This design comes from an exercise in tuning for small area, a short achievable clock period and few clock cycles per item on the open sky130 flow, not from production work. Function was checked by simulation only, so behaviour that the tests miss may differ from the original. Power figures rest on the tool's default switching activity, not on a simulated workload.

## bin2BCD
module bin2BCD(
    input           clk,
    input           rst,
    input           en,
    input   [11:0]  bin_d_in,
    output  [15:0]  bcd_d_out,
    output          rdy
    );
clock: 5.0 ns
lec_check: 0
abc_area: 1
cap_margin: 20
core_margin: 2
core_utilization: 70
slew_margin: 20
standard.sh (not shown) runs the stock make flow with config.mk's settings and CLKGATE_MAP_FILE= SYNTH_SCRIPT=/design/flow/synth_recipe.tcl, a recipe that flattens the netlist after the stock synthesis.
==> flow/flow/run.sh <==
#!/bin/bash
# Standard ORFS layout with two changes: the port buffers are buf_1, and
# synthesis maps the logic with the ABC script in flow/abc_area.script (a variant of ORFS's area script)
# (a copy of ORFS's scripts folder with only that file replaced).
set -euo pipefail
export BUFFER_PORTS_ARGS="-buffer_cell sky130_fd_sc_hd__buf_1"
rm -rf scripts_mod
cp -r "$FLOW_HOME/scripts" scripts_mod
cp flow/abc_area.script scripts_mod/abc_area.script
bash standard.sh SCRIPTS_DIR="$PWD/scripts_mod" synth > flow_synth.log 2>&1
bash standard.sh finish > flow_make.log 2>&1
==> flow/flow/abc_area.script <==
strash
dch
if -K 4
mfs -W 8
strash
dch
map -B 0.9
topo
stime -c
buffer -c
upsize -c
dnsize -c
Testbench counts at the start, summed over its fixed seeds: cycles 8,000, items 4,000.
Change:
==> flow/flow/abc_area.script (replaced) <==
strash
dch
if -K 4
mfs2 -W 8 -M 5000
strash
dch
map -B 0.9
topo
stime -c
buffer -c
upsize -c
dnsize -c
CORE_UTILIZATION = 40   (was 70)
Synthesized area went up by about 15%; clock power drops by about 1%; critical path depth came out lower by 14; worst setup slack gains 83 ps; routed wire length increases by about 15%; die area increases by 90%; maximum frequency came out higher by 2.9%; via count rises by about 13%; design area rises by 16%.
Change:
==> flow/flow/abc_area.script (replaced) <==
strash
dch
if -K 4
mfs -W 8
strash
dch
map -B 0.9
topo
stime -c
buffer -c
upsize -c
dnsize -c
CORE_UTILIZATION = 47   (was 40)
Clock-buffer cell count stays the same.
Die area is lower by 24%.
Via count is lower by 12%.
Change:
==> flow/flow/abc_area.script (replaced) <==
strash
dch
if -K 3
mfs2 -W 8 -M 5000
strash
dch
map -B 0.9
topo
stime -c
buffer -c
upsize -c
dnsize -c
CORE_UTILIZATION = 40   (was 47)
Clock-buffer cell count stays the same.
Non-clock buffer count does not change.
Global-route usage goes down by 2.4 points.
Total power goes up by about 5%.
Worst setup slack gets better by 55 ps.
Sequential share of layout area goes down by 2.2 points.
Routed wire length goes up by about 3.7%.
Clock power goes down by about 0.9%.
Fmax goes up by 1.9%.
Area after synthesis goes up by about 10%.
Change:
==> flow/flow/run.sh (replaced) <==
#!/bin/bash
# Standard ORFS layout, with the smallest buffer (buf_1) as the port buffer.
set -euo pipefail
export BUFFER_PORTS_ARGS="-buffer_cell sky130_fd_sc_hd__buf_1"
bash standard.sh finish > flow_make.log 2>&1
ABC_AREA = default   (was 1)
removed: flow/flow/abc_area.script
Result: Total power goes down by 14%. First-iteration DRC count goes up by 100%. Utilization goes down by 3.3 points. Non-clock buffer count goes up by 1. Final cell count goes up by 19%. Sequential power hardly moves. Global-route usage goes up by 2.1 points. Via count goes up by 47%. Design area goes up by 35%. Worst hold slack gets better by 42 ps.
Change:
==> flow/flow/run.sh (replaced) <==
#!/bin/bash
# Standard ORFS layout with two changes: the port buffers are buf_1, and
# synthesis maps the logic with the ABC script in flow/abc_area.script (a variant of ORFS's area script)
# (a copy of ORFS's scripts folder with only that file replaced).
set -euo pipefail
export BUFFER_PORTS_ARGS="-buffer_cell sky130_fd_sc_hd__buf_1"
rm -rf scripts_mod
cp -r "$FLOW_HOME/scripts" scripts_mod
cp flow/abc_area.script scripts_mod/abc_area.script
bash standard.sh SCRIPTS_DIR="$PWD/scripts_mod" synth > flow_synth.log 2>&1
bash standard.sh finish > flow_make.log 2>&1
==> flow/flow/abc_area.script (new file) <==
strash
dch
if -K 4
mfs -W 8
strash
dch
map -B 0.9
topo
stime -c
buffer -c
upsize -c
dnsize -c
ABC_AREA = 1   (was default)
PLACE_DENSITY = 0.7   (was default)
The new run finished with timing, DRC and antenna clean.
Power climbs by 11%.
Core utilization is higher by 3.3 points.
Non-clock buffer count goes down by 1.
Synthesized area is lower by 39%.
Cell count fell by 21%.
Worst setup slack gets better by 820 ps.
Routed wire length fell by 46%.
Hold slack got worse by 43 ps.
Sequential share of layout area came out higher by 7.6 points.

==> port drivers added, routing unchanged <==
How much do the figures lean on ideal ports? The routed layouts below were timed once more, with nothing changed but the port constraints.
Step 1: set_driving_cell puts a clkbuf_16 on clk and a buf_2 on each other input, an assumption about the parent block.
Step 2 times the ports against the registers' clock, not the clock port: input delays grow and output delays shrink by t, the midpoint of the rising clock arrivals with the driver on.
Slacks: ideal / step 1 / step 2; pairs: ideal / step 1.
run | shift t [ns] | setup WS [ns] | clock arrival spread, ns | slew at the worst register clock pin (ns) | worst slew at a driven data input, ns
the first run | 0.298 | 2.099 / 2.082 / 1.794 | 0.001 / 0.001 | 0.08 / 0.08 | 0.03
the second run | 0.297 | 2.182 / 2.161 / 2.048 | 0.004 / 0.003 | 0.08 / 0.08 | 0.03
the third run | 0.295 | 2.066 / 2.062 / 1.766 | 0.003 / 0.003 | 0.09 / 0.09 | 0.03
the fourth run | 0.295 | 2.121 / 2.103 / 1.939 | 0.004 / 0.004 | 0.08 / 0.08 | 0.03
the fifth run | 0.268 | 1.262 / 1.259 / 0.991 | 0.000 / 0.000 | 0.05 / 0.05 | 0.03
the sixth run | 0.301 | 2.080 / 2.080 / 1.779 | 0.001 / 0.001 | 0.09 / 0.09 | 0.03
After both steps every run listed still meets setup and hold. For the first run, which loses most, drivers alone change the setup slack by -0.017 ns; drivers and shift together by -0.305 ns.
